This is an optimization exercise on Yosys and OpenROAD, whose aim is a short achievable clock period and few clock cycles per item, not a production implementation.
Function was not checked in any run shown here: the RTL went through the layout flow alone.
Power figures rest on the tool's default switching activity, not on a simulated workload.

==> flow/design.v <==
module cpu_datapath(
    input clk,
    input rst,
    input [31:0] instruction,
    input i_mem_resp,
    input d_mem_resp,
    input [31:0] d_rdata,
    output logic [31:0] pc,
    output logic i_read,
    output logic d_mem_read,
    output logic d_mem_write,
    output logic [31:0] d_mem_address,
    output logic [31:0] d_wdata,
    output logic [3:0] d_wmask
);
localparam logic [6:0] OP_LUI   = 7'b0110111;
localparam logic [6:0] OP_AUIPC = 7'b0010111;
localparam logic [6:0] OP_JAL   = 7'b1101111;
localparam logic [6:0] OP_JALR  = 7'b1100111;
localparam logic [6:0] OP_BR    = 7'b1100011;
localparam logic [6:0] OP_LOAD  = 7'b0000011;
localparam logic [6:0] OP_STORE = 7'b0100011;
localparam logic [6:0] OP_IMM   = 7'b0010011;
localparam logic [6:0] OP_REG   = 7'b0110011;
localparam int BB  = 3;            
localparam int NB  = 1 << BB;
localparam int FBN = 2;            
assign i_read = 1'b1;
logic [31:0] f_pc;
logic [2:0]  fb_n;
logic [66:0] fbq [FBN];            
logic        d_valid;
logic [31:0] d_instr;
logic [31:0] d_pc;
logic [2:0]  d_bp;
logic        d_redir_done;
logic        e_valid;
logic [31:0] e_rs1v, e_rs2v, e_imm, e_pre, e_fix, e_pc, e_btgt;
logic        e_fa_m, e_fa_w, e_fb_m, e_fb_w;
logic        e_b_imm, e_sub;
logic        e_op_add, e_op_slt, e_op_sltu, e_op_xor, e_op_or, e_op_and, e_op_pre;
logic        e_sh, e_sra, e_sl;
logic        e_br, e_pred, e_jalr, e_load, e_store, e_wen;
logic        e_isbr, e_isjal;
logic        e_c_eq, e_c_lts, e_c_ltu, e_c_inv;
logic [2:0]  e_bp;
logic [2:0]  e_f3;
logic [4:0]  e_rd;
logic        m_read, m_write, m_wen, m_sh, m_sra, m_sl;
logic [31:0] m_res, m_wdata, m_sa;
logic [4:0]  m_samt;
logic [3:0]  m_wmask;
logic [2:0]  m_f3;
logic [4:0]  m_rd;
logic        x_redir;             
logic [31:0] x_tgt;
logic        w_wen;
logic [4:0]  w_rd;
logic [31:0] w_res;
logic [31:0] rf [1:31];
assign pc = f_pc;
assign d_mem_read = m_read;
assign d_mem_write = m_write;
assign d_mem_address = {m_res[31:2], 2'b00};
assign d_wdata = m_wdata;
assign d_wmask = m_wmask;
logic freeze;
assign freeze = (m_read | m_write) & ~d_mem_resp;
logic [6:0] d_op;
logic [2:0] d_f3;
logic [4:0] d_rs1, d_rs2, d_rd;
logic d_lui, d_auipc, d_jal, d_jalr, d_brn, d_load, d_store, d_opimm, d_opreg, d_alu;
logic d_use1, d_use2, d_wen, d_shift;
logic [31:0] i_imm, s_imm, b_imm, u_imm, j_imm, d_imm, d_tadd, d_target, d_pc4, d_jtgt;
logic d_fpt, d_bad, d_pred, d_jfast, d_redirect, stall_d;
logic [31:0] d_rtarget;
logic [31:0] rf1, rf2, d_rs1v, d_rs2v;
assign d_op  = d_instr[6:0];
assign d_f3  = d_instr[14:12];
assign d_rs1 = d_instr[19:15];
assign d_rs2 = d_instr[24:20];
assign d_rd  = d_instr[11:7];
assign d_lui   = d_op == OP_LUI;
assign d_auipc = d_op == OP_AUIPC;
assign d_jal   = d_op == OP_JAL;
assign d_jalr  = d_op == OP_JALR;
assign d_brn   = d_op == OP_BR;
assign d_load  = d_op == OP_LOAD;
assign d_store = d_op == OP_STORE;
assign d_opimm = d_op == OP_IMM;
assign d_opreg = d_op == OP_REG;
assign d_alu   = d_opimm | d_opreg;
assign d_shift = d_alu & (d_f3[1:0] == 2'b01);
assign d_use1 = d_jalr | d_brn | d_load | d_store | d_opimm | d_opreg;
assign d_use2 = d_brn | d_store | d_opreg;
assign d_wen  = (d_lui | d_auipc | d_jal | d_jalr | d_load | d_opimm | d_opreg) & (d_rd != 5'd0);
assign i_imm = {{21{d_instr[31]}}, d_instr[30:20]};
assign s_imm = {{21{d_instr[31]}}, d_instr[30:25], d_instr[11:7]};
assign b_imm = {{20{d_instr[31]}}, d_instr[7], d_instr[30:25], d_instr[11:8], 1'b0};
assign u_imm = {d_instr[31:12], 12'b0};
assign j_imm = {{12{d_instr[31]}}, d_instr[19:12], d_instr[20], d_instr[30:21], 1'b0};
assign d_imm  = d_store ? s_imm : (d_lui | d_auipc) ? u_imm : i_imm;
assign d_tadd = d_jal ? j_imm : d_brn ? b_imm : u_imm;
assign d_target = d_pc + d_tadd;
assign d_pc4 = d_pc + 32'd4;
assign d_jfast = d_jalr & e_op_pre & e_wen & (e_rd == d_rs1);
assign d_jtgt = e_pre + i_imm;
assign d_fpt = d_bp[2] & d_bp[1];            
assign d_pred = d_jal | (d_brn & (d_bp[2] ? d_bp[1] : d_instr[31]));
assign d_bad = d_fpt & ~(d_jal | d_brn);
assign d_redirect = d_valid & ((d_pred & ~d_fpt) | d_bad | d_jfast);
assign d_rtarget = d_bad ? d_pc4 : d_jfast ? {d_jtgt[31:1], 1'b0} : d_target;
assign rf1 = (d_rs1 == 5'd0) ? 32'd0 : rf[d_rs1];
assign rf2 = (d_rs2 == 5'd0) ? 32'd0 : rf[d_rs2];
assign d_rs1v = (w_wen && w_rd == d_rs1) ? w_res : rf1;
assign d_rs2v = (w_wen && w_rd == d_rs2) ? w_res : rf2;
assign stall_d = d_valid & (e_load | e_sh) & e_wen &
                 ((d_use1 & (e_rd == d_rs1)) | (d_use2 & (e_rd == d_rs2)));
logic [31:0] fa, fb, ab, bx, sum, res;
logic eq, ltu, lts, cout, taken, e_mis;
assign fa = e_fa_m ? m_res : e_fa_w ? w_res : e_rs1v;
assign fb = e_fb_m ? m_res : e_fb_w ? w_res : e_rs2v;
assign ab = e_b_imm ? e_imm : fb;
assign bx = ab ^ {32{e_sub}};
logic [5:0][31:0] kg, kp;
always_comb begin
    kp[0] = fa ^ bx;
    kg[0] = fa & bx;
    kg[0][0] = kg[0][0] | (kp[0][0] & e_sub);
    for (int l = 0; l < 5; l++) begin
        for (int i = 0; i < 32; i++) begin
            if (i >= (1 << l)) begin
                kg[l+1][i] = kg[l][i] | (kp[l][i] & kg[l][i - (1 << l)]);
                kp[l+1][i] = kp[l][i] & kp[l][i - (1 << l)];
            end else begin
                kg[l+1][i] = kg[l][i];
                kp[l+1][i] = kp[l][i];
            end
        end
    end
end
assign sum = kp[0] ^ {kg[5][30:0], e_sub};
assign cout = kg[5][31];
assign eq = fa == ab;
assign ltu = ~cout;
assign lts = (fa[31] ^ ab[31]) ? fa[31] : ltu;
assign res = ({32{e_op_add}} & sum)
           | ({32{e_op_slt}} & {31'd0, lts})
           | ({32{e_op_sltu}} & {31'd0, ltu})
           | ({32{e_op_xor}} & (fa ^ ab))
           | ({32{e_op_or}} & (fa | ab))
           | ({32{e_op_and}} & (fa & ab))
           | ({32{e_op_pre}} & e_pre);
assign taken = ((e_c_eq & eq) | (e_c_lts & lts) | (e_c_ltu & ltu)) ^ e_c_inv;
assign e_mis = ((e_br & (taken ^ e_pred)) | e_jalr) & ~x_redir;
logic [31:0] st_data;
logic [3:0] st_mask;
always_comb begin
    case (e_f3[1:0])
        2'b00: begin
            st_data = {4{fb[7:0]}};
            st_mask = 4'b0001 << sum[1:0];
        end
        2'b01: begin
            st_data = {2{fb[15:0]}};
            st_mask = sum[1] ? 4'b1100 : 4'b0011;
        end
        default: begin
            st_data = fb;
            st_mask = 4'b1111;
        end
    endcase
end
logic [7:0] ld_b;
logic [15:0] ld_h;
logic [31:0] ld_v, sh_v;
always_comb begin
    case (m_res[1:0])
        2'b00: ld_b = d_rdata[7:0];
        2'b01: ld_b = d_rdata[15:8];
        2'b10: ld_b = d_rdata[23:16];
        default: ld_b = d_rdata[31:24];
    endcase
    ld_h = m_res[1] ? d_rdata[31:16] : d_rdata[15:0];
    case (m_f3)
        3'b000: ld_v = {{24{ld_b[7]}}, ld_b};
        3'b001: ld_v = {{16{ld_h[15]}}, ld_h};
        3'b100: ld_v = {24'd0, ld_b};
        3'b101: ld_v = {16'd0, ld_h};
        default: ld_v = d_rdata;
    endcase
end
assign sh_v = m_sl ? (m_sa << m_samt) : 32'($signed({m_sra & m_sa[31], m_sa}) >>> m_samt);
logic [NB-1:0] btb_v;
logic [29-BB:0] btb_tag [NB];
logic [29:0] btb_tgt [NB];
logic [1:0] btb_ctr [NB];
logic [BB-1:0] f_idx;
logic f_hit, f_bpt;
logic [1:0] f_ctr;
logic [31:0] f_next;
assign f_idx = f_pc[BB+1:2];
assign f_hit = btb_v[f_idx] & (btb_tag[f_idx] == f_pc[31:BB+2]);
assign f_ctr = btb_ctr[f_idx];
assign f_bpt = f_hit & f_ctr[1];
assign f_next = f_bpt ? {btb_tgt[f_idx], 2'b00} : f_pc + 32'd4;
logic u_we;
logic [BB-1:0] u_idx;
logic [29-BB:0] u_tag;
logic [29:0] u_tgt;
logic [1:0] u_ctr;
always_ff @(posedge clk) begin
    if (rst)
        u_we <= 1'b0;
    else
        u_we <= ~freeze & ~x_redir & (e_isjal | (e_isbr & (taken | e_bp[2])));
    u_idx <= e_pc[BB+1:2];
    u_tag <= e_pc[31:BB+2];
    u_tgt <= e_btgt[31:2];
    if (!e_bp[2])
        u_ctr <= 2'b10;
    else if (e_isjal | taken)
        u_ctr <= (e_bp[1:0] == 2'b11) ? 2'b11 : e_bp[1:0] + 2'd1;
    else
        u_ctr <= (e_bp[1:0] == 2'b00) ? 2'b00 : e_bp[1:0] - 2'd1;
end
always_ff @(posedge clk) begin
    if (rst)
        btb_v <= '0;
    else if (u_we)
        btb_v[u_idx] <= 1'b1;
end
always_ff @(posedge clk) begin
    if (u_we) begin
        btb_tag[u_idx] <= u_tag;
        btb_tgt[u_idx] <= u_tgt;
        btb_ctr[u_idx] <= u_ctr;
    end
end
logic fetched, d_take, d_redir_go;
logic [66:0] f_ent;
assign d_take = ~freeze & ~stall_d;
assign d_redir_go = d_redirect & ~d_redir_done & ~x_redir;
assign fetched = i_mem_resp & (fb_n != 3'(FBN)) & ~x_redir & ~d_redir_go;
assign f_ent = {f_hit, f_ctr, f_pc, instruction};
always_ff @(posedge clk) begin
    if (rst)
        f_pc <= 32'h00000060;
    else if (x_redir)
        f_pc <= x_tgt;
    else if (d_redir_go)
        f_pc <= d_rtarget;
    else if (fetched)
        f_pc <= f_next;
end
always_ff @(posedge clk) begin
    if (rst || x_redir || d_redir_go)
        fb_n <= 3'd0;
    else if (d_take && fb_n != 3'd0)
        fb_n <= fb_n - 3'd1 + {2'b0, fetched};
    else if (fetched && !d_take)
        fb_n <= fb_n + 3'd1;
end
always_ff @(posedge clk) begin
    for (int i = 0; i < FBN; i++) begin
        if (d_take) begin
            if (i == int'(fb_n) - 1)
                fbq[i] <= f_ent;
            else if (i + 1 < FBN)
                fbq[i] <= fbq[(i + 1) % FBN];
        end else if (i == int'(fb_n))
            fbq[i] <= f_ent;
    end
end
always_ff @(posedge clk) begin
    if (rst || x_redir)
        d_valid <= 1'b0;
    else if (d_take)
        d_valid <= ((fb_n != 3'd0) | fetched) & ~d_redir_go;
end
always_ff @(posedge clk) begin
    if (rst || d_take)
        d_redir_done <= 1'b0;
    else if (d_redir_go)
        d_redir_done <= 1'b1;
end
always_ff @(posedge clk) begin
    if (d_take)
        {d_bp, d_pc, d_instr} <= (fb_n != 3'd0) ? fbq[0] : f_ent;
end
logic d_go;
assign d_go = d_valid & ~stall_d & ~x_redir;
always_ff @(posedge clk) begin
    if (rst) begin
        e_valid <= 1'b0;
        e_isbr <= 1'b0;
        e_isjal <= 1'b0;
        e_br <= 1'b0;
        e_jalr <= 1'b0;
        e_load <= 1'b0;
        e_store <= 1'b0;
        e_wen <= 1'b0;
        e_sh <= 1'b0;
    end else if (x_redir) begin
        e_valid <= 1'b0;
        e_isbr <= 1'b0;
        e_isjal <= 1'b0;
        e_br <= 1'b0;
        e_jalr <= 1'b0;
        e_load <= 1'b0;
        e_store <= 1'b0;
        e_wen <= 1'b0;
        e_sh <= 1'b0;
    end else if (!freeze) begin
        e_valid <= d_go;
        e_isbr <= d_go & d_brn;
        e_isjal <= d_go & d_jal;
        e_br <= d_go & d_brn;
        e_jalr <= d_go & d_jalr & ~d_jfast & ~d_redir_done;
        e_load <= d_go & d_load;
        e_store <= d_go & d_store;
        e_wen <= d_go & d_wen;
        e_sh <= d_go & d_shift;
    end
end
always_ff @(posedge clk) begin
    if (!freeze) begin
        e_rd <= d_rd;
        e_f3 <= d_f3;
        e_rs1v <= d_rs1v;
        e_rs2v <= d_rs2v;
        e_imm <= d_imm;
        e_pre <= d_lui ? u_imm : d_auipc ? d_target : d_pc4;
        e_fix <= d_pred ? d_pc4 : d_target;
        e_pred <= d_pred;
        e_bp <= d_bp;
        e_pc <= d_pc;
        e_btgt <= d_target;
        e_fa_m <= e_wen & (e_rd == d_rs1);
        e_fa_w <= m_wen & (m_rd == d_rs1);
        e_fb_m <= e_wen & (e_rd == d_rs2);
        e_fb_w <= m_wen & (m_rd == d_rs2);
        e_b_imm <= ~(d_opreg | d_brn);
        e_sub <= d_brn | (d_alu & (d_f3[2:1] == 2'b01)) |
                 (d_opreg & d_f3 == 3'b000 & d_instr[30]);
        e_op_add  <= d_load | d_store | (d_alu & d_f3 == 3'b000);
        e_op_slt  <= d_alu & d_f3 == 3'b010;
        e_op_sltu <= d_alu & d_f3 == 3'b011;
        e_op_xor  <= d_alu & d_f3 == 3'b100;
        e_op_or   <= d_alu & d_f3 == 3'b110;
        e_op_and  <= d_alu & d_f3 == 3'b111;
        e_op_pre  <= d_lui | d_auipc | d_jal | d_jalr;
        e_sra     <= d_instr[30];
        e_sl      <= ~d_f3[2];
        e_c_eq  <= d_f3[2:1] == 2'b00;
        e_c_lts <= d_f3[2:1] == 2'b10;
        e_c_ltu <= d_f3[2:1] == 2'b11;
        e_c_inv <= d_f3[0];
    end
end
always_ff @(posedge clk) begin
    if (rst) begin
        x_redir <= 1'b0;
    end else begin
        x_redir <= e_mis & ~freeze;
    end
    x_tgt <= e_jalr ? {sum[31:1], 1'b0} : e_fix;
end
always_ff @(posedge clk) begin
    if (rst) begin
        m_read <= 1'b0;
        m_write <= 1'b0;
        m_wen <= 1'b0;
        m_sh <= 1'b0;
    end else if (!freeze) begin
        m_read <= e_load & ~x_redir;
        m_write <= e_store & ~x_redir;
        m_wen <= e_wen & ~x_redir;
        m_sh <= e_sh;
    end
end
always_ff @(posedge clk) begin
    if (!freeze) begin
        m_res <= res;
        m_wdata <= st_data;
        m_wmask <= st_mask;
        m_f3 <= e_f3;
        m_rd <= e_rd;
        m_sa <= fa;
        m_samt <= ab[4:0];
        m_sra <= e_sra;
        m_sl <= e_sl;
    end
end
always_ff @(posedge clk) begin
    if (rst)
        w_wen <= 1'b0;
    else if (!freeze)
        w_wen <= m_wen;
end
always_ff @(posedge clk) begin
    if (!freeze) begin
        w_rd <= m_rd;
        w_res <= m_read ? ld_v : m_sh ? sh_v : m_res;
    end
end
always_ff @(posedge clk) begin
    if (w_wen)
        rf[w_rd] <= w_res;
end
endmodule
==> flow/flow/run.sh <==
#!/bin/bash
# Standard layout, with repair_timing aiming well past the clock period
# (setup margin 6.5 ns); the clock and constraints are unchanged.
set -euo pipefail
bash standard.sh SETUP_SLACK_MARGIN=6.5 finish > standard_flow.log 2>&1
==> flow/standard.sh <==
#!/bin/bash
# synth_recipe.tcl (not shown) runs the flow's synth.tcl, then flattens the netlist and writes it again
# the make line also repeats each setting of config.mk as NAME=value (left out here)
make -C /OpenROAD-flow-scripts/flow DESIGN_CONFIG=/design/flow/config.mk WORK_HOME=/design/flow/orfs CLKGATE_MAP_FILE= SYNTH_SCRIPT=/design/flow/synth_recipe.tcl "${@:-finish}"
==> flow/config.mk <==
export PLATFORM = sky130hd
export DESIGN_NAME = cpu_datapath
export DESIGN_NICKNAME = cpu_datapath
export VERILOG_FILES = /design/flow/design.v
export SDC_FILE = /design/flow/constraint.sdc
export NUM_CORES = 4
export LEC_CHECK = 0
export CAP_MARGIN = 20
export CORE_MARGIN = 2
export CORE_UTILIZATION = 55
export PLACE_DENSITY = 0.65
export SLEW_MARGIN = 20
export TNS_END_PERCENT = 20
==> flow/constraint.sdc <==
create_clock -name core_clock -period 10.0 [get_ports {clk}]
set_input_delay 2.0000 -clock core_clock [delete_from_list [all_inputs] [get_ports {clk}]]
set_output_delay 2.0000 -clock core_clock [all_outputs]
set_load 0.01 [all_outputs]
==> reports/qor.txt, run 1 <==
Hold endpoint = u_tgt[24]
Buffers plus inverters on the worst setup path = 5
YS warnings = 2
Worst reg2reg path endpoint = e_pre[29]
Post-Synthesis Cell Area = 107,000 sq um
Sw Share = 39.4%
Worst r2r src = d_instr[6]
Most frequent CP cell = buf_6
CTS tree = done
CP max stage cell = edfxtp_1
Crit Path Category = reg2reg
Worst Tran Pin Value = 1.10 ns
Worst path max stage delay = 0.44 ns
Fmax = 235 MHz
Setup violations, final = 0
Die height = 446 microns
CTS buffer count = 222
Final GP Congestion = 1.01
RSZ-0062 raised after global routing = yes
Worst reg-to-reg path cell count = 20
Min-delay src = e_btgt[26]
Reg2reg setup slack = 5.74 ns
Setup TNS = 0 ns
Required @ worst endpoint = 10.58 ns
Pre-antenna DRT Iters = 5
CTS H-Tree Depth = 4
Max_cap viols = 0
GRT Residual Overflow = 0
Max clock buf depth = 3
Netlist cell types = 81
Hold-fix buffers, CTS = 0
DR vias/cell = 6.85
Clock Power Share = 20.9%
Pwr dens = 337 nW/um^2
DR WL/cell = 35.5 microns
I/O pin total = 171
Period utilization = 42.6%
CP Cell Sequence = buf_4 > and4_4 > and3_4 > buf_6 > a22o_4 > ha_4 > fa_2 > a211oi_4 > buf_6 > o21ai_4 > a211oi_4 > buf_6 > nor3_4 > nor2_4 > o21a_1 > o311a_1 > buf_4 > nor2_2 > a211oi_2 > a21oi_1
DRC = 0
Crit path DAT = 4.84 ns
Sink Count = 2,233
Port buffer count = 167
Core Area = 194,000 sq um
Final Critical Period = 4.26 ns
Site Rows = 162
Critical path fanouts, max = 4
Critical path's top delay family = compound AO/OA/AOI/OAI gates
Status = timing/DRC/antenna clean
Clock Skew = 0.0695 ns
DP Wirelength = 221,000 microns
Sequential power share = 32.9%
Layout area overhead = 17.4%
Share of layout cells above drive strength 1 = 29.5%
Initial Util = 55.2%
Switching Power = 16.7 mW
Synthesized flop and latch total = 2,233
Antenna violations before repair = 17
Leak = 43.6 nW
Crit end category = flip-flop
Seq/Total Area, Yosys = 60.9%
CP startpoint kind = flip-flop
Filler cell count = 13,600
Gate power share = 46.2%
Final core area utilization = 64.8%
First-pass GRT wire length = 502,000 microns
Iteration-0 DRC Markers = 9,797
Vias in the first global route = 67,200
DIE WIDTH = 446 microns
Peak VDD IR = 0.250 mV
Vias = 69,800
Clock root buffer = clkbuf_16
HP Class = reg2reg
Hold path depth = 0
Post-synth ARST share = 0%
Skew-Pair Late Insertion Delay = 0.89 ns
Final Hold Viols = 0
Worst rel slew slack = 26.3%
Detailed Route WL = 361,000 microns
Largest net degree at the start of global routing = 123
ANT nets after route = 0
Synthesized area per cell = 15.2 sq um
P_int = 25.8 mW
Clock-pin slew on the worst setup and hold paths = 0.07 ns
Post-synth top flop = edfxtp_1
Die area = 199,000 sq um
# nets final = 7,682
Syn Inst Count = 7,050
Total track usage = 35.9%
Max Slew Vio Count = 0
Post-synth EDFFs = 2,067
==> kinds of logic after synthesis <==
logic type      count (synthesis)  share of synthesized area (%)
simple gates                 1227                           5.16
fa+ha+maj                     173                           2.03
buf+inv                       653                           2.48
xor+xnor                      213                           1.74
other cells                     2                        0.00700
compound gates               1293                           7.63
mux                          1256                           20.0
flops                        2233                           60.9
==> registers in the layout, summed over array words and instances, names as in the netlist, 134 cells and up, named ones only <==
| register | cells |
|---|---|
| btb_tag | 216 |
| fbq | 134 |
| btb_tgt | 240 |
| rf | 992 |
==> cells in the final DEF (no fill, tap or decap), types with 99 or more instances in the layout <==
cell / Yosys / final
dfxtp_1: 166 / 125
buf_4: 34 / 366
edfxtp_1: 2067 / 2067
inv_1: 143 / 137
clkbuf_16: 0 / 230
mux2_2: 191 / 179
mux4_2: 694 / 694
o21ai_0: 272 / 233
ha_1: 168 / 137
nand2_1: 412 / 403
xnor2_1: 126 / 99
mux2i_1: 371 / 351
nor2_1: 430 / 368
clkdlybuf4s50_1: 0 / 140
a21oi_1: 416 / 320
==> area by class of cell <==
cell class / instances / area [sq um] / area share (%)
well taps: 2542 / 3180 / 2.52
multi-input cells: 4167 / 42300 / 33.5
clock buffers: 265 / 5920 / 4.70
repair buffers: 672 / 6720 / 5.33
clock inverters: 156 / 1880 / 1.49
flip-flops and latches: 2233 / 65500 / 52.0
inverters: 146 / 556 / 0.441
diodes: 10 / 25.0 / 0.0199
repair inverters: 1 / 5.00 / 0.00397
==> routing by layer <==
| layer | track usage [%] | share of wire [%] | vias up |
|---|---|---|---|
| met5 | 0 | 0.0030 | - |
| met4 | 19.0 | 6.3 | 2 |
| met3 | 6.13 | 9.5 | 911 |
| met2 | 56.4 | 47 | 4288 |
| met1 | 48.3 | 37 | 35800 |
| li1 | - | - | 28800 |
==> worst max-delay path by stage <==
stage                     from  cells after the start           endpoint  slack, ns
floorplan           d_mem_resp                      2            e_b_imm       1.33
global placement    d_mem_resp                      8         fbq[1][29]       4.14
detailed placement  d_mem_resp                      8         fbq[1][28]       4.15
CTS                  m_res[30]                      1  d_mem_address[30]       5.81
global route            e_fb_w                     20          m_res[29]       5.64
finish              d_instr[6]                     20          e_pre[29]       5.74
==> synth_stat cells (all sizes together), types with 12 or more instances <==
cell | count | area share [%]
a2111oi | 18 | 0.16
a211oi | 133 | 0.93
a21boi | 12 | 0.084
a21o | 86 | 0.60
a21oi | 416 | 1.9
a221oi | 19 | 0.16
a22oi | 45 | 0.31
a31oi | 20 | 0.12
and2 | 30 | 0.17
and3 | 45 | 0.26
buf | 172 | 0.79
clkbuf | 335 | 1.2
dfxtp | 166 | 3.1
edfxtp | 2067 | 58
ha | 168 | 2.0
inv | 143 | 0.50
mux2 | 191 | 2.0
mux2i | 371 | 3.5
mux4 | 694 | 15
nand2 | 412 | 1.4
nand2b | 30 | 0.17
nand3 | 70 | 0.33
nand4 | 29 | 0.17
nor2 | 430 | 1.5
nor2b | 51 | 0.30
nor3 | 39 | 0.18
nor4 | 22 | 0.13
o2111ai | 34 | 0.28
o211ai | 41 | 0.29
o21a | 48 | 0.34
o21ai | 274 | 1.3
o21bai | 20 | 0.14
o221ai | 16 | 0.13
o22ai | 26 | 0.15
or3 | 14 | 0.082
xnor2 | 126 | 1.0
xor2 | 87 | 0.71
==> worst reg2reg max path, cell delays in order (launching register included) <==
cell and delay [ns]:
edfxtp_1 0.44, buf_4 0.17, and4_4 0.14, and3_4 0.17, buf_6 0.13, a22o_4 0.23, ha_4 0.17, fa_2 0.40
a211oi_4 0.29, buf_6 0.14, o21ai_4 0.08, a211oi_4 0.33, buf_6 0.16, nor3_4 0.05, nor2_4 0.19, o21a_1 0.19
o311a_1 0.26, buf_4 0.15, nor2_2 0.03, a211oi_2 0.19, a21oi_1 0.06
==> power groups by stage <==
stage / sequential (mW) / combinational (mW) / clock (mW)
floorplan: 13.2 / 10.5 / 0
global placement: 14.4 / 15.5 / 0
detailed placement: 14.4 / 15.6 / 0
CTS: 14.0 / 18.2 / 8.93
global route: 14.1 / 20.4 / 9.28
finish: 14.0 / 19.6 / 8.86
==> per-stage QoR <==
step | cell area [sq um] | setup slack [ns] | cells | hold WS (ns) | power, mW
final | 126000 | 5.74 | 10200 | 0.336 | 42.5
after floorplan | 107000 | 1.33 | 7051 | 0.323 | 23.7
after global routing | 126000 | 5.64 | 10200 | 0.345 | 43.8
after global placement | 112000 | 4.14 | 9421 | 0.326 | 30.0
after CTS | 124000 | 5.81 | 10100 | 0.333 | 41.2
after detailed placement | 112000 | 4.15 | 9423 | 0.327 | 30.0
==> what timing repair did <==
action,CTS,global route
gates cloned,14,5
pin swaps,126,107
buffers inserted,204,114
resized for setup,501,294
setup endpoints to repair,982,502
==> inputs of run 2 (changes only) <==
--- a/flow/design.v
+++ b/flow/design.v
@@ -37,5 +37,5 @@
 logic        e_valid;
-logic [31:0] e_rs1v, e_rs2v, e_imm, e_pre, e_fix, e_pc, e_btgt;
-logic        e_fa_m, e_fa_w, e_fb_m, e_fb_w;
-logic        e_b_imm, e_sub;
+logic [31:0] e_rs1v, e_rs2x, e_sd, e_pre, e_fix, e_pc, e_btgt;
+logic        e_fa_m, e_fb_m, e_sd_m;
+logic        e_sub;
 logic        e_op_add, e_op_slt, e_op_sltu, e_op_xor, e_op_or, e_op_and, e_op_pre;
@@ -72,3 +72,3 @@
 logic d_lui, d_auipc, d_jal, d_jalr, d_brn, d_load, d_store, d_opimm, d_opreg, d_alu;
-logic d_use1, d_use2, d_wen, d_shift;
+logic d_use1, d_use2, d_wen, d_shift, d_sub;
 logic [31:0] i_imm, s_imm, b_imm, u_imm, j_imm, d_imm, d_tadd, d_target, d_pc4, d_jtgt;
@@ -93,2 +93,3 @@
 assign d_shift = d_alu & (d_f3[1:0] == 2'b01);
+assign d_sub = d_brn | (d_alu & (d_f3[2:1] == 2'b01)) | (d_opreg & d_f3 == 3'b000 & d_instr[30]);
 assign d_use1 = d_jalr | d_brn | d_load | d_store | d_opimm | d_opreg;
@@ -112,14 +113,14 @@
 assign d_rtarget = d_bad ? d_pc4 : d_jfast ? {d_jtgt[31:1], 1'b0} : d_target;
+logic [31:0] w_next;
 assign rf1 = (d_rs1 == 5'd0) ? 32'd0 : rf[d_rs1];
 assign rf2 = (d_rs2 == 5'd0) ? 32'd0 : rf[d_rs2];
-assign d_rs1v = (w_wen && w_rd == d_rs1) ? w_res : rf1;
-assign d_rs2v = (w_wen && w_rd == d_rs2) ? w_res : rf2;
+assign d_rs1v = (m_wen && m_rd == d_rs1) ? w_next : (w_wen && w_rd == d_rs1) ? w_res : rf1;
+assign d_rs2v = (m_wen && m_rd == d_rs2) ? w_next : (w_wen && w_rd == d_rs2) ? w_res : rf2;
 assign stall_d = d_valid & (e_load | e_sh) & e_wen &
                  ((d_use1 & (e_rd == d_rs1)) | (d_use2 & (e_rd == d_rs2)));
-logic [31:0] fa, fb, ab, bx, sum, res;
+logic [31:0] fa, bx, sd, sum, res;
 logic eq, ltu, lts, cout, taken, e_mis;
-assign fa = e_fa_m ? m_res : e_fa_w ? w_res : e_rs1v;
-assign fb = e_fb_m ? m_res : e_fb_w ? w_res : e_rs2v;
-assign ab = e_b_imm ? e_imm : fb;
-assign bx = ab ^ {32{e_sub}};
+assign fa = e_fa_m ? m_res : e_rs1v;
+assign bx = e_fb_m ? (m_res ^ {32{e_sub}}) : e_rs2x;
+assign sd = e_sd_m ? m_res : e_sd;
 logic [5:0][31:0] kg, kp;
@@ -143,5 +144,5 @@
 assign cout = kg[5][31];
-assign eq = fa == ab;
+assign eq = &kp[0];
 assign ltu = ~cout;
-assign lts = (fa[31] ^ ab[31]) ? fa[31] : ltu;
+assign lts = (fa[31] ^ bx[31] ^ e_sub) ? fa[31] : ltu;
 assign res = ({32{e_op_add}} & sum)
@@ -149,5 +150,5 @@
            | ({32{e_op_sltu}} & {31'd0, ltu})
-           | ({32{e_op_xor}} & (fa ^ ab))
-           | ({32{e_op_or}} & (fa | ab))
-           | ({32{e_op_and}} & (fa & ab))
+           | ({32{e_op_xor}} & (fa ^ bx))
+           | ({32{e_op_or}} & (fa | bx))
+           | ({32{e_op_and}} & (fa & bx))
            | ({32{e_op_pre}} & e_pre);
@@ -160,3 +161,3 @@
         2'b00: begin
-            st_data = {4{fb[7:0]}};
+            st_data = {4{sd[7:0]}};
             st_mask = 4'b0001 << sum[1:0];
@@ -164,3 +165,3 @@
         2'b01: begin
-            st_data = {2{fb[15:0]}};
+            st_data = {2{sd[15:0]}};
             st_mask = sum[1] ? 4'b1100 : 4'b0011;
@@ -168,3 +169,3 @@
         default: begin
-            st_data = fb;
+            st_data = sd;
             st_mask = 4'b1111;
@@ -192,2 +193,3 @@
 end
+assign w_next = m_read ? ld_v : m_sh ? sh_v : m_res;
 assign sh_v = m_sl ? (m_sa << m_samt) : 32'($signed({m_sra & m_sa[31], m_sa}) >>> m_samt);
@@ -330,4 +332,4 @@
         e_rs1v <= d_rs1v;
-        e_rs2v <= d_rs2v;
-        e_imm <= d_imm;
+        e_rs2x <= ((d_opreg | d_brn) ? d_rs2v : d_imm) ^ {32{d_sub}};
+        e_sd <= d_rs2v;
         e_pre <= d_lui ? u_imm : d_auipc ? d_target : d_pc4;
@@ -339,8 +341,5 @@
         e_fa_m <= e_wen & (e_rd == d_rs1);
-        e_fa_w <= m_wen & (m_rd == d_rs1);
-        e_fb_m <= e_wen & (e_rd == d_rs2);
-        e_fb_w <= m_wen & (m_rd == d_rs2);
-        e_b_imm <= ~(d_opreg | d_brn);
-        e_sub <= d_brn | (d_alu & (d_f3[2:1] == 2'b01)) |
-                 (d_opreg & d_f3 == 3'b000 & d_instr[30]);
+        e_fb_m <= e_wen & (e_rd == d_rs2) & (d_opreg | d_brn);
+        e_sd_m <= e_wen & (e_rd == d_rs2);
+        e_sub <= d_sub;
         e_op_add  <= d_load | d_store | (d_alu & d_f3 == 3'b000);
@@ -389,3 +388,3 @@
         m_sa <= fa;
-        m_samt <= ab[4:0];
+        m_samt <= bx[4:0];
         m_sra <= e_sra;
@@ -403,3 +402,3 @@
         w_rd <= m_rd;
-        w_res <= m_read ? ld_v : m_sh ? sh_v : m_res;
+        w_res <= w_next;
     end
==> flow/flow/run.sh (replaced) <==
#!/bin/bash
# Standard layout with two changes to how it is made: repair_timing aims well
# past the clock period (setup margin 7 ns), and Yosys maps adders to plain
# gates instead of the library's full-adder cells. The clock, constraints and
# register set are unchanged.
set -euo pipefail
bash standard.sh ADDER_MAP_FILE= SETUP_SLACK_MARGIN=7 finish > standard_flow.log 2>&1
==> run 2 against run 1 <==
Against the previous run: clock skew increased by 0.019 ns; total power decreased by 45%; design area increased by 7.9%; largest cell class unchanged.
==> reports/qor.txt, run 2 <==
DIE WIDTH = 449 microns (+0.77%)
Post-synth EDFFs = 2,065 (-0.097%)
Power, Total = 23.4 mW (-45%)
Vias = 77,000 (+10%)
CTS tree = done
Final GP Congestion = 1.00 (-0.69%)
Initial Util = 55.3% (+0.057 points)
Clock Skew = 0.0885 ns (+0.0190 ns)
Pwr dens = 172 nW/um^2 (-49%)
Netlist cell types = 121 (+49%)
Status = timing/DRC/antenna clean
Hold-fix buffers, CTS = 0 (unchanged)
Skew-Pair Late Insertion Delay = 0.93 ns (+0.04 ns)
Sink Count = 2,231 (-0.090%)
Worst path max stage delay = 0.48 ns (+0.04 ns)
Final Hold Viols = 0 (unchanged)
First-pass GRT wire length = 550,000 microns (+9.4%)
Synthesized flop and latch total = 2,231 (-0.090%)
Leak = 47.1 nW (+8.1%)
Period utilization = 40.6% (-2.1 points)
YS warnings = 2 (unchanged)
CTS H-Tree Depth = 4 (unchanged)
DP Wirelength = 231,000 microns (+4.2%)
Share of layout cells above drive strength 1 = 39.1% (+9.6 points)
DR vias/cell = 7.05 (+2.9%)
Critical path's top delay family = compound AO/OA/AOI/OAI gates
Pre-antenna DRT Iters = 9 (+4)
Vias in the first global route = 72,000 (+7.3%)
Layout area overhead = 24.8%
Top post-synthesis cells by count = edfxtp_1, mux4_2, nor2_1, a21oi_1, clkbuf_1
DRC = 0 (unchanged)
Post-Synthesis Cell Area = 109,000 sq um (+1.6%)
DR WL/cell = 36.9 microns (+4.0%)
# nets final = 8,137 (+5.9%)
Final core area utilization = 69.0% (+4.1 points)
CTS buffer count = 223 (+0.45%)
Commonest non-fill, non-tap cell in the layout = edfxtp_1
Post-synth top flop = edfxtp_1
Crit end category = flip-flop
Site Rows = 163 (+0.62%)
Core Area = 197,000 sq um (+1.5%)
Most frequent CP cell = buf_12
Most flop-heavy register = rf
Iteration-0 DRC Markers = 12,400 (+27%)
Setup violations, final = 0 (unchanged)
Seq/Total Area, Yosys = 59.9% (-0.99 points)
Total track usage = 38.6% (+2.7 points)
Clock-pin slew on the worst setup and hold paths = 0.06 ns (about the same)
HP Class = reg2reg
Largest net degree at the start of global routing = 79 (-36%)
Port buffer count = 167 (unchanged)
Antenna violations before repair = 19 (+2)
Max clock buf depth = 3 (unchanged)
Post-synth ARST share = 0% (unchanged)
CP startpoint kind = flip-flop
Max Slew Vio Count = 0 (unchanged)
I/O pin total = 171 (unchanged)
Clock root buffer = clkbuf_16
CP Cell Sequence = buf_12 > buf_12 > buf_16 > mux2i_4 > a211oi_4 > maj3_1 > a31oi_1 > o21ai_0 > a31o_2 > nand2_1 > o211a_1 > a311o_2 > xor2_4 > buf_12 > nor2_4 > maj3_2 > nor2b_1
Synth area leaders = edfxtp_1, mux4_2, dfxtp_1
Max_cap viols = 0 (unchanged)
Synthesized area per cell = 14.9 sq um (-1.9%)
Detailed Route WL = 403,000 microns (+11%)
Die area = 202,000 sq um (+1.5%)
Worst rel slew slack = 16.8% (-9.5 points)
ANT nets after route = 0 (unchanged)
Area leader, netlist = edfxtp_1
RSZ-0062 raised after global routing = yes
Final Critical Period = 4.06 ns (-0.208 ns)
Largest register FFs = 992 (unchanged)
Crit path DAT = 4.88 ns (+0.04 ns)
Critical path fanouts, max = 17 (+13)
GRT Residual Overflow = 0 (unchanged)
Crit Path Category = reg2reg
Fmax = 247 MHz (+5.1%)
Post-synth top area share = 56.9% (-0.94 points)
Required @ worst endpoint = 10.82 ns (+0.24 ns)
Fin Hold WS = 0.334 ns (-0.00141 ns)
Commonest cells after routing, fill and taps aside = edfxtp_1, mux4_2, buf_4, nor2_1, nand2_1
Setup TNS = 0 ns (unchanged)
Die height = 449 microns (+0.77%)
Worst Tran Pin Value = 1.24 ns (+0.141 ns)
Peak VDD IR = 0.177 mV (-29%)
Buffers plus inverters on the worst setup path = 4 (-1)
Biggest regs = rf: 992 flops, btb_tgt: 240 flops, btb_tag: 216 flops
Syn Inst Count = 7,299 (+3.5%)
CP max stage cell = o21ai_0
Count leader, synth = edfxtp_1
==> run 2: changes by cell type after synthesis, moves of 57 or more <==
cell      change
ha_1        -168
nor2_1      +135
xnor2_1     +124
mux2i_1     -106
a221oi_1     +62
buf_2        +57
==> run 2: cells by family (layout without fill, tap and decap cells) <==
group	count (synthesis)	count (layout)	share of synthesized area (%)
DFF	2231	2231	59.9
AOI/OAI and AO/OA	1374	1375	8.19
and+or+nand+nor	1304	1311	5.37
muxes	1240	1240	20.1
buffers and inverters	719	1673	2.89
xor gates and xnor gates	390	390	3.18
adders and majority gates	39	39	0.368
other	2	18	0.00689
==> run 2: power by group <==
group	switching, mW	internal (mW)	total (mW)
logic	2.05	1.69	3.75
clock network	3.75	5.11	8.86
registers	0.348	10.4	10.8
==> run 2: final timing paths <==
kind | start | to | slack [ns] | depth (start not counted)
hold reg to reg | e_pc[13] | u_tag[8] | 0.33 | 0
setup / recovery | e_fa_m | u_ctr[0] | 5.94 | 17
setup reg to reg | e_fa_m | u_ctr[0] | 5.94 | 17
hold / removal | e_pc[13] | u_tag[8] | 0.33 | 0
==> run 2: through the flow <==
step | cells | setup slack [ns] | instance area (sq um)
floorplan | 7300 | 1.32 | 109000
global placement | 9685 | 4.21 | 113000
detailed placement | 9685 | 4.18 | 113000
CTS | 10600 | 6.12 | 131000
global route | 10900 | 5.94 | 136000
finish | 10900 | 5.94 | 136000
==> run 2: routing by layer <==
| metal | global-route usage, % | routed length [microns] | share of wire [%] |
|---|---|---|---|
| met5 | 0 | 88 | 0.022 |
| met4 | 21.5 | 29400 | 7.3 |
| met3 | 8.19 | 47300 | 12 |
| met2 | 59.1 | 183000 | 45 |
| met1 | 51.8 | 143000 | 36 |
==> run 2: cell type report <==
cell class	count	area (sq um)
Antenna cell	15	37.5
Sequential cell	2231	65500
Multi-Input combinational cell	4358	46000
Inverter	121	508
Tap cell	2640	3300
Timing Repair inverter	5	30.0
Timing Repair Buffer	1129	12900
Clock inverter	145	1900
Clock buffer	273	5840
Fill cell	13000	61200
==> run 2: what timing repair did <==
item,4_1_cts,5_1_grt
endpoints found under the setup margin,1335,1263
gates resized for setup,1150,825
buffers inserted,439,238
endpoints found under the hold margin,0,0
pin swaps,269,289
gates cloned,85,15
==> inputs of run 3 (changes only) <==
--- a/flow/design.v
+++ b/flow/design.v
@@ -30,5 +30,8 @@
 logic [2:0]  fb_n;
-logic [66:0] fbq [FBN];            
+localparam int FEW = 67 + 9 + 64;
+logic [FEW-1:0] fbq [FBN];         
 logic        d_valid;
 logic [31:0] d_instr;
+logic [8:0]  d_dec;
+logic [31:0] d_timm, d_aimm;
 logic [31:0] d_pc;
@@ -73,3 +76,3 @@
 logic d_use1, d_use2, d_wen, d_shift, d_sub;
-logic [31:0] i_imm, s_imm, b_imm, u_imm, j_imm, d_imm, d_tadd, d_target, d_pc4, d_jtgt;
+logic [31:0] i_imm, u_imm, d_imm, d_target, d_pc4, d_jtgt;
 logic d_fpt, d_bad, d_pred, d_jfast, d_redirect, stall_d;
@@ -82,11 +85,3 @@
 assign d_rd  = d_instr[11:7];
-assign d_lui   = d_op == OP_LUI;
-assign d_auipc = d_op == OP_AUIPC;
-assign d_jal   = d_op == OP_JAL;
-assign d_jalr  = d_op == OP_JALR;
-assign d_brn   = d_op == OP_BR;
-assign d_load  = d_op == OP_LOAD;
-assign d_store = d_op == OP_STORE;
-assign d_opimm = d_op == OP_IMM;
-assign d_opreg = d_op == OP_REG;
+assign {d_lui, d_auipc, d_jal, d_jalr, d_brn, d_load, d_store, d_opimm, d_opreg} = d_dec;
 assign d_alu   = d_opimm | d_opreg;
@@ -98,9 +93,5 @@
 assign i_imm = {{21{d_instr[31]}}, d_instr[30:20]};
-assign s_imm = {{21{d_instr[31]}}, d_instr[30:25], d_instr[11:7]};
-assign b_imm = {{20{d_instr[31]}}, d_instr[7], d_instr[30:25], d_instr[11:8], 1'b0};
 assign u_imm = {d_instr[31:12], 12'b0};
-assign j_imm = {{12{d_instr[31]}}, d_instr[19:12], d_instr[20], d_instr[30:21], 1'b0};
-assign d_imm  = d_store ? s_imm : (d_lui | d_auipc) ? u_imm : i_imm;
-assign d_tadd = d_jal ? j_imm : d_brn ? b_imm : u_imm;
-assign d_target = d_pc + d_tadd;
+assign d_imm  = d_aimm;
+assign d_target = d_pc + d_timm;
 assign d_pc4 = d_pc + 32'd4;
@@ -242,3 +233,6 @@
 logic fetched, d_take, d_redir_go;
-logic [66:0] f_ent;
+logic [FEW-1:0] f_ent;
+logic [6:0] f_op;
+logic [8:0] f_dec;
+logic [31:0] f_iimm, f_simm, f_bimm, f_uimm, f_jimm, f_timm, f_aimm;
 assign d_take = ~freeze & ~stall_d;
@@ -246,3 +240,13 @@
 assign fetched = i_mem_resp & (fb_n != 3'(FBN)) & ~x_redir & ~d_redir_go;
-assign f_ent = {f_hit, f_ctr, f_pc, instruction};
+assign f_op = instruction[6:0];
+assign f_dec = {f_op == OP_LUI, f_op == OP_AUIPC, f_op == OP_JAL, f_op == OP_JALR, f_op == OP_BR,
+                f_op == OP_LOAD, f_op == OP_STORE, f_op == OP_IMM, f_op == OP_REG};
+assign f_iimm = {{21{instruction[31]}}, instruction[30:20]};
+assign f_simm = {{21{instruction[31]}}, instruction[30:25], instruction[11:7]};
+assign f_bimm = {{20{instruction[31]}}, instruction[7], instruction[30:25], instruction[11:8], 1'b0};
+assign f_uimm = {instruction[31:12], 12'b0};
+assign f_jimm = {{12{instruction[31]}}, instruction[19:12], instruction[20], instruction[30:21], 1'b0};
+assign f_timm = f_dec[6] ? f_jimm : f_dec[4] ? f_bimm : f_uimm;
+assign f_aimm = f_dec[2] ? f_simm : (f_dec[8] | f_dec[7]) ? f_uimm : f_iimm;
+assign f_ent = {f_dec, f_timm, f_aimm, f_hit, f_ctr, f_pc, instruction};
 always_ff @(posedge clk) begin
@@ -290,3 +294,3 @@
     if (d_take)
-        {d_bp, d_pc, d_instr} <= (fb_n != 3'd0) ? fbq[0] : f_ent;
+        {d_dec, d_timm, d_aimm, d_bp, d_pc, d_instr} <= (fb_n != 3'd0) ? fbq[0] : f_ent;
 end
==> run 3 against run 2 <==
Against the previous run: area after synthesis grew 5.7%; register-to-register slack gained 0.28 ns; fmax grew 7.5%; combinational power shrank 3%; critical path depth shrank 2; critical endpoint unchanged; largest power group unchanged; highest routed layer unchanged.
==> reports/qor.txt, run 3 <==
CTS buffer count = 240 (+7.6%)
Commonest cells after routing, fill and taps aside = edfxtp_1, nand2_1, mux4_2, nor2_1, buf_4
CP startpoint kind = flip-flop
Commonest non-fill, non-tap cell in the layout = edfxtp_1
Final Hold Viols = 0 (unchanged)
Post-synth ARST share = 0% (unchanged)
Fmax = 265 MHz (+7.5%)
DIE WIDTH = 462 microns (+2.8%)
Total track usage = 37.1% (-1.5 points)
Seq/Total Area, Yosys = 61.7% (+1.7 points)
DRC = 0 (unchanged)
Post-synth top flop = edfxtp_1
Setup crit end = u_ctr[0]
Die height = 462 microns (+2.8%)
Setup violations, final = 0 (unchanged)
First-pass GRT wire length = 556,000 microns (+1.1%)
Antenna violations before repair = 16 (-3)
Adder-Cell Fraction of Synth Area = 0.327% (-0.041 points)
Synthesized area per cell = 14.5 sq um (-3.1%)
Synth area leaders = edfxtp_1, mux4_2, dfxtp_1
I/O pin total = 171 (unchanged)
Status = timing/DRC/antenna clean
Worst reg-to-reg path cell count = 15 (-2)
Setup TNS = 0 ns (unchanged)
Filler cell count = 14,200 (+9.2%)
Power, Total = 24.5 mW (+4.8%)
Max clock buf depth = 3 (unchanged)
# nets final = 8,608 (+5.8%)
Share of layout cells above drive strength 1 = 32.6% (-6.5 points)
Critical path fanouts, max = 16 (-1)
Synth Area in XOR/XNOR = 2.85% (-0.33 points)
CTS tree = done
Skew-Pair Late Insertion Delay = 0.91 ns (-0.02 ns)
Post-Synthesis Cell Area = 115,000 sq um (+5.7%)
DR vias/cell = 6.80 (-3.5%)
Clock-pin slew on the worst setup and hold paths = 0.06 ns (about the same)
Worst r2r src = e_fb_m
Layout area overhead = 21.5%
YS warnings = 2 (unchanged)
Final Critical Period = 3.77 ns (-0.282 ns)
Netlist cell types = 102 (-16%)
DP Wirelength = 234,000 microns (+1.5%)
Site Rows = 167 (+2.5%)
Sink Count = 2,420 (+8.5%)
Largest net degree at the start of global routing = 82 (+3.8%)
Detailed Route WL = 404,000 microns (+0.35%)
CTS H-Tree Depth = 4 (unchanged)
Peak VDD IR = 0.196 mV (+11%)
Area leader, netlist = edfxtp_1
Initial Util = 55.5% (+0.18 points)
Mux cell area share after synthesis = 17.9% (-2.2 points)
Pre-antenna DRT Iters = 8 (-1)
RSZ-0062 raised after global routing = yes
Max_cap viols = 0 (unchanged)
Vias = 78,500 (+2.0%)
Largest family of logic cells by synthesized area = multiplexers
Worst reg2reg path endpoint = u_ctr[0]
Crit path DAT = 4.62 ns (-0.26 ns)
Final GP Congestion = 0.987 (-1.4%)
Crit end category = flip-flop
Biggest regs = rf: 992 flops, fbq: 260 flops, btb_tgt: 240 flops
Required @ worst endpoint = 10.85 ns (+0.03 ns)
Simple-Gate Fraction of Synth Area = 6.30% (+0.93 points)
Post-synth top area share = 58.8% (+1.9 points)
Die area = 213,000 sq um (+5.6%)
Reg2reg setup slack = 6.23 ns (+0.28 ns)
ANT nets after route = 0 (unchanged)
Port buffer count = 167 (unchanged)
Synthesized flop and latch total = 2,420 (+8.5%)
CP startpoint = e_fb_m
Largest register FFs = 992 (unchanged)
Top post-synthesis cells by count = edfxtp_1, nand2_1, mux4_2, nor2_1, a21oi_1
Clock Skew = 0.0482 ns (-0.0402 ns)
Most flop-heavy register = rf
Iteration-0 DRC Markers = 11,600 (-6.9%)
Syn Inst Count = 7,962 (+9.1%)
DR WL/cell = 35.0 microns (-5.0%)
Worst Tran Pin Value = 1.22 ns (-0.0258 ns)
Worst rel slew slack = 18.7% (+1.9 points)
Complex-gate fraction of the synthesized area = 7.89% (-0.30 points)
Pwr dens = 175 nW/um^2 (+1.9%)
Leak = 49.0 nW (+3.9%)
Count leader, synth = edfxtp_1
GRT Residual Overflow = 0 (unchanged)
Crit Path Category = reg2reg
Core Area = 208,000 sq um (+5.3%)
Max Slew Vio Count = 0 (unchanged)
Period utilization = 37.7% (-2.8 points)
Post-synth EDFFs = 2,254 (+9.2%)
Clock root buffer = clkbuf_16
HP Class = reg2reg
Vias in the first global route = 74,200 (+3.0%)
[run 3: how the worst min path moves through the flow]
stage,startpoint,endpoint,slack (ns),cells past startpoint
finish,e_pc[17],u_tag[12],0.34,0
global route,e_btgt[18],u_tgt[16],0.33,0
CTS,e_pc[17],u_tag[12],0.34,0
detailed placement,e_pc[4],u_idx[2],0.33,0
global placement,e_btgt[28],u_tgt[26],0.32,0
floorplan,e_pc[2],u_idx[0],0.32,0
[run 3: timing repair]
item | in CTS | in global routing
setup endpoints to repair | 1605 | 1163
pin swaps | 147 | 214
hold buffers | 0 | 0
gates resized for setup | 964 | 789
cloned | 76 | 14
setup buffers | 328 | 227
[run 3: area by class of cell]
type	instances	area, sq um	area share [%]
diodes	4	10.0	0.00715
clock buffers	317	6500	4.65
clock inverters	127	1430	1.02
inverters	182	762	0.545
multi-input cells	4725	45400	32.5
flip-flops and latches	2420	71200	50.9
well taps	2788	3490	2.49
repair buffers	964	11000	7.87
repair inverters	7	77.6	0.0554
[run 3: power by group]
part           internal [mW]  switching (mW)  leakage (nW)
Combinational           1.61            2.02          21.8
Clock                   5.23            3.93          3.85
Sequential              11.3           0.389          23.3
Total                   18.2            6.34          49.0
[run 3: metal layers]
metal / vias to the layer above / track usage (%) / wire, microns
li1: 32100 / - / -
met1: 39800 / 47.7 / 141000
met2: 5372 / 58.4 / 189000
met3: 1247 / 7.33 / 42300
met4: 8 / 23.1 / 32300
met5: - / 0 / 57
[run 3: logic make-up (layout without fill, tap and decap cells)]
| group | Yosys count | in the layout |
|---|---|---|
| compound gates | 1443 | 1444 |
| xor+xnor | 375 | 375 |
| fa+ha+maj | 37 | 37 |
| buf+inv | 831 | 1597 |
| flops | 2420 | 2420 |
| mux | 1136 | 1136 |
| other cells | 2 | 7 |
| simple gates | 1718 | 1730 |
[run 3: metrics by stage]
stage               area, sq um  utilization [%]  hold WS (ns)  setup slack (ns)  cells
floorplan                115000                -         0.323              3.58   7963
global placement         119000             57.3         0.324              3.25  10400
detailed placement       119000             57.4         0.327              3.24  10400
CTS                      135000             65.1         0.337              6.26  11300
global route             140000             67.4         0.332              6.15  11500
finish                   140000             67.4         0.336              6.23  11500
[run 3: worst max-delay path: stages, from the launching register on]
cell       delay [ns]
edfxtp_1         0.45
buf_12           0.20
buf_16           0.17
nor2_1           0.28
a211oi_4         0.10
maj3_2           0.37
a32oi_1          0.33
a2bb2oi_2        0.26
nand2b_1         0.16
a21boi_2         0.09
o41ai_4          0.44
xor2_2           0.18
buf_6            0.17
nor2_4           0.07
maj3_2           0.31
nor2b_2          0.10
==> inputs of run 4 (changes only) <==
--- a/flow/design.v
+++ b/flow/design.v
@@ -51,8 +51,15 @@
 logic [4:0]  e_rd;
-logic        m_read, m_write, m_wen, m_sh, m_sra, m_sl;
-logic [31:0] m_res, m_wdata, m_sa;
+logic        m_load, m_wen, m_sh, m_sra, m_sl;
+logic [31:0] m_res, m_sa;
+logic        q_read, q_write;
+logic [31:2] q_addr;
+logic [31:0] q_wdata;
+logic [3:0]  q_wmask;
 logic [4:0]  m_samt;
-logic [3:0]  m_wmask;
 logic [2:0]  m_f3;
 logic [4:0]  m_rd;
+logic        m_br, m_isjal, m_jalr;
+logic        m_ceq, m_clts, m_cltu, m_inv, m_pred, m_eq, m_lts, m_ltu;
+logic [2:0]  m_bp;
+logic [31:0] m_pc, m_btgt;
 logic        x_redir;             
@@ -64,9 +71,9 @@
 assign pc = f_pc;
-assign d_mem_read = m_read;
-assign d_mem_write = m_write;
-assign d_mem_address = {m_res[31:2], 2'b00};
-assign d_wdata = m_wdata;
-assign d_wmask = m_wmask;
+assign d_mem_read = q_read;
+assign d_mem_write = q_write;
+assign d_mem_address = {q_addr, 2'b00};
+assign d_wdata = q_wdata;
+assign d_wmask = q_wmask;
 logic freeze;
-assign freeze = (m_read | m_write) & ~d_mem_resp;
+assign freeze = (q_read | q_write) & ~d_mem_resp & (q_read | ((e_load | e_store) & ~x_redir));
 logic [6:0] d_op;
@@ -112,3 +119,3 @@
 logic [31:0] fa, bx, sd, sum, res;
-logic eq, ltu, lts, cout, taken, e_mis;
+logic eq, ltu, lts, cout;
 assign fa = e_fa_m ? m_res : e_rs1v;
@@ -145,4 +152,5 @@
            | ({32{e_op_pre}} & e_pre);
-assign taken = ((e_c_eq & eq) | (e_c_lts & lts) | (e_c_ltu & ltu)) ^ e_c_inv;
-assign e_mis = ((e_br & (taken ^ e_pred)) | e_jalr) & ~x_redir;
+logic m_taken;
+assign m_taken = ((m_ceq & m_eq) | (m_clts & m_lts) | (m_cltu & m_ltu)) ^ m_inv;
+assign x_redir = (m_br & (m_taken ^ m_pred)) | m_jalr;
 logic [31:0] st_data;
@@ -184,3 +192,3 @@
 end
-assign w_next = m_read ? ld_v : m_sh ? sh_v : m_res;
+assign w_next = m_load ? ld_v : m_sh ? sh_v : m_res;
 assign sh_v = m_sl ? (m_sa << m_samt) : 32'($signed({m_sra & m_sa[31], m_sa}) >>> m_samt);
@@ -208,12 +216,12 @@
     else
-        u_we <= ~freeze & ~x_redir & (e_isjal | (e_isbr & (taken | e_bp[2])));
-    u_idx <= e_pc[BB+1:2];
-    u_tag <= e_pc[31:BB+2];
-    u_tgt <= e_btgt[31:2];
-    if (!e_bp[2])
+        u_we <= ~freeze & (m_isjal | (m_br & (m_taken | m_bp[2])));
+    u_idx <= m_pc[BB+1:2];
+    u_tag <= m_pc[31:BB+2];
+    u_tgt <= m_btgt[31:2];
+    if (!m_bp[2])
         u_ctr <= 2'b10;
-    else if (e_isjal | taken)
-        u_ctr <= (e_bp[1:0] == 2'b11) ? 2'b11 : e_bp[1:0] + 2'd1;
+    else if (m_isjal | m_taken)
+        u_ctr <= (m_bp[1:0] == 2'b11) ? 2'b11 : m_bp[1:0] + 2'd1;
     else
-        u_ctr <= (e_bp[1:0] == 2'b00) ? 2'b00 : e_bp[1:0] - 2'd1;
+        u_ctr <= (m_bp[1:0] == 2'b00) ? 2'b00 : m_bp[1:0] - 2'd1;
 end
@@ -365,7 +373,24 @@
     if (rst) begin
-        x_redir <= 1'b0;
-    end else begin
-        x_redir <= e_mis & ~freeze;
+        m_br <= 1'b0;
+        m_isjal <= 1'b0;
+        m_jalr <= 1'b0;
+    end else if (!freeze) begin
+        m_br <= e_br & ~x_redir;
+        m_isjal <= e_isjal & ~x_redir;
+        m_jalr <= e_jalr & ~x_redir;
+    end
+    if (!freeze) begin
+        x_tgt <= e_jalr ? {sum[31:1], 1'b0} : e_fix;
+        m_ceq <= e_c_eq;
+        m_clts <= e_c_lts;
+        m_cltu <= e_c_ltu;
+        m_inv <= e_c_inv;
+        m_pred <= e_pred;
+        m_eq <= eq;
+        m_lts <= lts;
+        m_ltu <= ltu;
+        m_bp <= e_bp;
+        m_pc <= e_pc;
+        m_btgt <= e_btgt;
     end
-    x_tgt <= e_jalr ? {sum[31:1], 1'b0} : e_fix;
 end
@@ -373,4 +398,3 @@
     if (rst) begin
-        m_read <= 1'b0;
-        m_write <= 1'b0;
+        m_load <= 1'b0;
         m_wen <= 1'b0;
@@ -378,4 +402,3 @@
     end else if (!freeze) begin
-        m_read <= e_load & ~x_redir;
-        m_write <= e_store & ~x_redir;
+        m_load <= e_load & ~x_redir;
         m_wen <= e_wen & ~x_redir;
@@ -387,4 +410,2 @@
         m_res <= res;
-        m_wdata <= st_data;
-        m_wmask <= st_mask;
         m_f3 <= e_f3;
@@ -396,2 +417,18 @@
     end
+end
+always_ff @(posedge clk) begin
+    if (rst) begin
+        q_read <= 1'b0;
+        q_write <= 1'b0;
+    end else if (!(q_read | q_write) || d_mem_resp) begin
+        q_read <= e_load & ~x_redir;
+        q_write <= e_store & ~x_redir;
+    end
+end
+always_ff @(posedge clk) begin
+    if (!(q_read | q_write) || d_mem_resp) begin
+        q_addr <= sum[31:2];
+        q_wdata <= st_data;
+        q_wmask <= st_mask;
+    end
 end
==> run 4 against run 3 <==
Against the previous run: worst hold slack better by 0.00053 ns; sequential power up 4%; wire length up 4.0%; fmax down 8.4%; sequential cell count up 103; worst setup slack worse by 0.35 ns; largest power group unchanged; combinational power down 11%; design area up 4.8%; clock power up about 10%; still clean; global-route usage up 0.068 points.
==> reports/qor.txt, run 4 <==
Status = timing/DRC/antenna clean
Final Hold Viols = 0 (unchanged)
Top post-synthesis cells by count = edfxtp_1, nand2_1, mux4_2, nor2_1, a21oi_1
# nets final = 8,872 (+3.1%)
Die area = 219,000 sq um (+2.5%)
DIE WIDTH = 467 microns (+1.3%)
DRC = 0 (unchanged)
Crit path DAT = 4.84 ns (+0.22 ns)
CP max stage cell = edfxtp_1
Clock-pin slew on the worst setup and hold paths = 0.06 ns (about the same)
I/O pin total = 171 (unchanged)
Synth area leaders = edfxtp_1, mux4_2, mux2i_1
DR vias/cell = 6.87 (+1.0%)
CP startpoint = e_fa_m
CTS tree = done
CTS H-Tree Depth = 5 (+1)
Commonest non-fill, non-tap cell in the layout = edfxtp_1
Commonest cells after routing, fill and taps aside = edfxtp_1, nand2_1, mux4_2, buf_4, nor2_1
Max Slew Vio Count = 0 (unchanged)
Final core area utilization = 68.5% (+1.2 points)
Largest net degree at the start of global routing = 94 (+15%)
Post-synth EDFFs = 2,386 (+5.9%)
CP startpoint kind = flip-flop
Hold-fix buffers, CTS = 0 (unchanged)
DP Wirelength = 245,000 microns (+4.6%)
Placed cell area = 123,000 sq um (+2.9%)
Initial Util = 55.2% (-0.25 points)
Power, Total = 25.5 mW (+4.2%)
Period utilization = 41.2% (+3.5 points)
GRT Residual Overflow = 0 (unchanged)
Vias in the first global route = 76,700 (+3.4%)
Critical path fanouts, max = 5 (-11)
Setup violations, final = 0 (unchanged)
ANT nets after route = 0 (unchanged)
Most flop-heavy register = rf
Peak VDD IR = 0.203 mV (+4.0%)
HP Class = reg2reg
Post-Synthesis Cell Area = 118,000 sq um (+2.6%)
Required @ worst endpoint = 10.72 ns (-0.13 ns)
Layout area overhead = 24.1%
Total track usage = 37.2% (+0.068 points)
Setup TNS = 0 ns (unchanged)
Area leader, netlist = edfxtp_1
Worst Tran Pin Value = 1.45 ns (+0.233 ns)
Biggest regs = rf: 992 flops, fbq: 260 flops, btb_tgt: 240 flops
Die height = 467 microns (+1.3%)
Count leader, synth = edfxtp_1
Max_cap viols = 0 (unchanged)
Final GP Congestion = 1.00 (+1.5%)
YS warnings = 2 (unchanged)
Final Critical Period = 4.12 ns (+0.347 ns)
Fin Hold WS = 0.337 ns (+0.000534 ns)
Final instance area = 147,000 sq um (+4.8%)
Post-synth top area share = 60.7% (+1.9 points)
Post-synth top flop = edfxtp_1
Iteration-0 DRC Markers = 12,600 (+8.8%)
Synthesized flop and latch total = 2,523 (+4.3%)
Pwr dens = 174 nW/um^2 (-0.58%)
Fmax = 243 MHz (-8.4%)
Antenna violations before repair = 23 (+7)
Seq/Total Area, Yosys = 63.0% (+1.3 points)
Core Area = 214,000 sq um (+3.0%)
Max clock buf depth = 4 (+1)
DR WL/cell = 35.5 microns (+1.2%)
Hold path depth = 0 (unchanged)
Synthesized area per cell = 14.6 sq um (+1.1%)
Worst rel slew slack = 2.90% (-16 points)
CTS buffer count = 282 (+18%)
Port buffer count = 167 (unchanged)
Filler cell count = 14,100 (-0.57%)
Worst path max stage delay = 0.44 ns (about the same)
Site Rows = 170 (+1.8%)
Share of layout cells above drive strength 1 = 34.6% (+2.0 points)
Syn Inst Count = 8,075 (+1.4%)
Worst r2r src = e_fa_m
Clock Skew = 0.0891 ns (+0.0409 ns)
Global routing usage on met2 = 57.7% (-0.70 points)
CP Cell Sequence = buf_6 > buf_6 > buf_16 > buf_12 > mux2i_4 > a211oi_2 > maj3_1 > nand3_1 > o2111a_1 > nor2_1 > o31ai_4 > nor3_2 > nand2b_1 > o311ai_4 > maj3_2 > maj3_2 > xor2_1 > mux2_4
Footprint of the multi-input gates = 46,100 sq um (+1.6%)
Post-synth ARST share = 0% (unchanged)
Leak = 52.0 nW (+6.3%)
Sink Count = 2,523 (+4.3%)
Netlist cell types = 101 (-0.98%)
Worst reg-to-reg path cell count = 18 (+3)
Pre-antenna DRT Iters = 9 (+1)
Crit Path Category = reg2reg
RSZ-0062 raised after global routing = yes
Detailed Route WL = 420,000 microns (+4.0%)
Vias = 81,500 (+3.8%)
Crit end category = flip-flop
Skew-Pair Late Insertion Delay = 0.99 ns (+0.08 ns)
Clock root buffer = clkbuf_16
Busiest grt layer = met2
Sequential Area = 74,500 sq um (+4.7%)
Min-delay src = m_btgt[22]
First-pass GRT wire length = 574,000 microns (+3.2%)
Global-route track usage on met3 = 8.13% (+0.81 points)
Met1 Use GR = 48.6% (+0.92 points)
Largest register FFs = 992 (unchanged)
-- run 4: changes by cell type after synthesis, sizes merged, moves of 21 or more --
| cell | previous run | this run |
|---|---|---|
| edfxtp | 2254 | 2386 |
| nand3 | 41 | 79 |
| a21oi | 487 | 458 |
| a211oi | 185 | 142 |
| inv | 178 | 215 |
| mux4 | 724 | 677 |
| dfxtp | 166 | 137 |
| o21ai | 302 | 416 |
| nand2b | 32 | 53 |
| nor2 | 612 | 576 |
| buf | 247 | 199 |
| nand2 | 772 | 717 |
-- run 4: final cells by class --
class | count | area share (%)
diodes | 10 | 0.0171
clock buffers | 363 | 5.20
clock inverters | 121 | 0.791
inverters | 217 | 0.614
multi-input cells | 4730 | 31.5
flip-flops and latches | 2523 | 50.8
well taps | 2838 | 2.42
repair buffers | 1046 | 8.62
repair inverters | 4 | 0.0213
-- run 4: worst paths after layout --
path,end,slack (ns)
setup / recovery,x_tgt[30],5.88
hold / removal,u_tgt[20],0.34
setup reg to reg,x_tgt[30],5.88
hold reg to reg,u_tgt[20],0.34
-- run 4: power by group --
group | switching, mW | internal, mW
registers | 0.356 | 11.9
clock network | 4.17 | 5.91
logic | 1.83 | 1.41
-- run 4: repair_timing --
item	in CTS	in global routing
pin swaps	181	272
endpoints found under the setup margin	1745	1546
setup buffers	295	278
hold endpoints to repair	0	0
resized for setup	964	1098
cloned	106	17
-- run 4: critical path, delay by kind of cell (launching register included) --
| family | cells | cell delay [ns] |
|---|---|---|
| AOI/OAI and AO/OA | 4 | 0.79 |
| xor gates and xnor gates | 1 | 0.16 |
| adders and majority gates | 3 | 1.04 |
| buffers and inverters | 4 | 0.55 |
| DFF | 1 | 0.44 |
| muxes | 2 | 0.53 |
| and+or+nand+nor | 4 | 0.40 |
-- run 4: per-layer routing --
| metal | up-vias | share of wire (%) |
|---|---|---|
| met4 | 22 | 7.8 |
| li1 | 32900 | - |
| met3 | 1435 | 11 |
| met5 | - | 0.030 |
| met2 | 5778 | 46 |
| met1 | 41300 | 35 |
-- run 4: metrics by stage --
step                worst slack (ns)  instances
detailed placement              3.49      10600
CTS                             6.01      11500
global placement                3.59      10600
floorplan                       3.97       8076
finish                          5.88      11900
global route                    5.82      11800
-- run 4: cell families (layout without fill, tap and decap cells) --
logic type | after synthesis | after routing | share of synthesized area (%)
and+or+nand+nor | 1710 | 1722 | 6.25
DFF | 2523 | 2523 | 63.0
adders and majority gates | 51 | 51 | 0.448
AOI/OAI and AO/OA | 1469 | 1469 | 7.77
muxes | 1128 | 1128 | 17.0
xor gates and xnor gates | 357 | 357 | 2.65
buffers and inverters | 835 | 1751 | 2.94
other | 2 | 13 | 0.00636

[re-timing with driven ports]
No port has a modelled driver above. Below, the same layouts with a new extraction and two added sets of constraints. Step 1: set_driving_cell puts a clkbuf_16 on clk and a buf_2 on each other input, an assumption about the parent block. Step 2 adds t to the input delays and takes it off the output delays; t is the mean of the earliest and latest rising clock arrival at the registers after step 1. Input paths then give back, and output paths get back, about the clock's delay inside the block. Three values: ideal, step 1, step 2; two values: the first two.
| run | t, ns | slack for setup (ns) | worst setup path at the end | slew at the worst register clock pin (ns) |
|---|---|---|---|---|
| run 1 | 0.941 | 5.737 / 5.737 / 5.123 | input to register | 0.08 / 0.08 |
| run 2 | 0.984 | 5.945 / 5.945 / 5.647 | input to register | 0.07 / 0.07 |
| run 3 | 0.970 | 6.227 / 6.227 / 5.460 | input to register | 0.07 / 0.07 |
| run 4 | 1.024 | 5.880 / 5.880 / 5.376 | input to register | 0.08 / 0.08 |
After both steps every run listed still meets setup and hold. For run 3, which loses most, drivers alone change the setup slack by 0.000 ns; drivers and shift together by -0.767 ns.
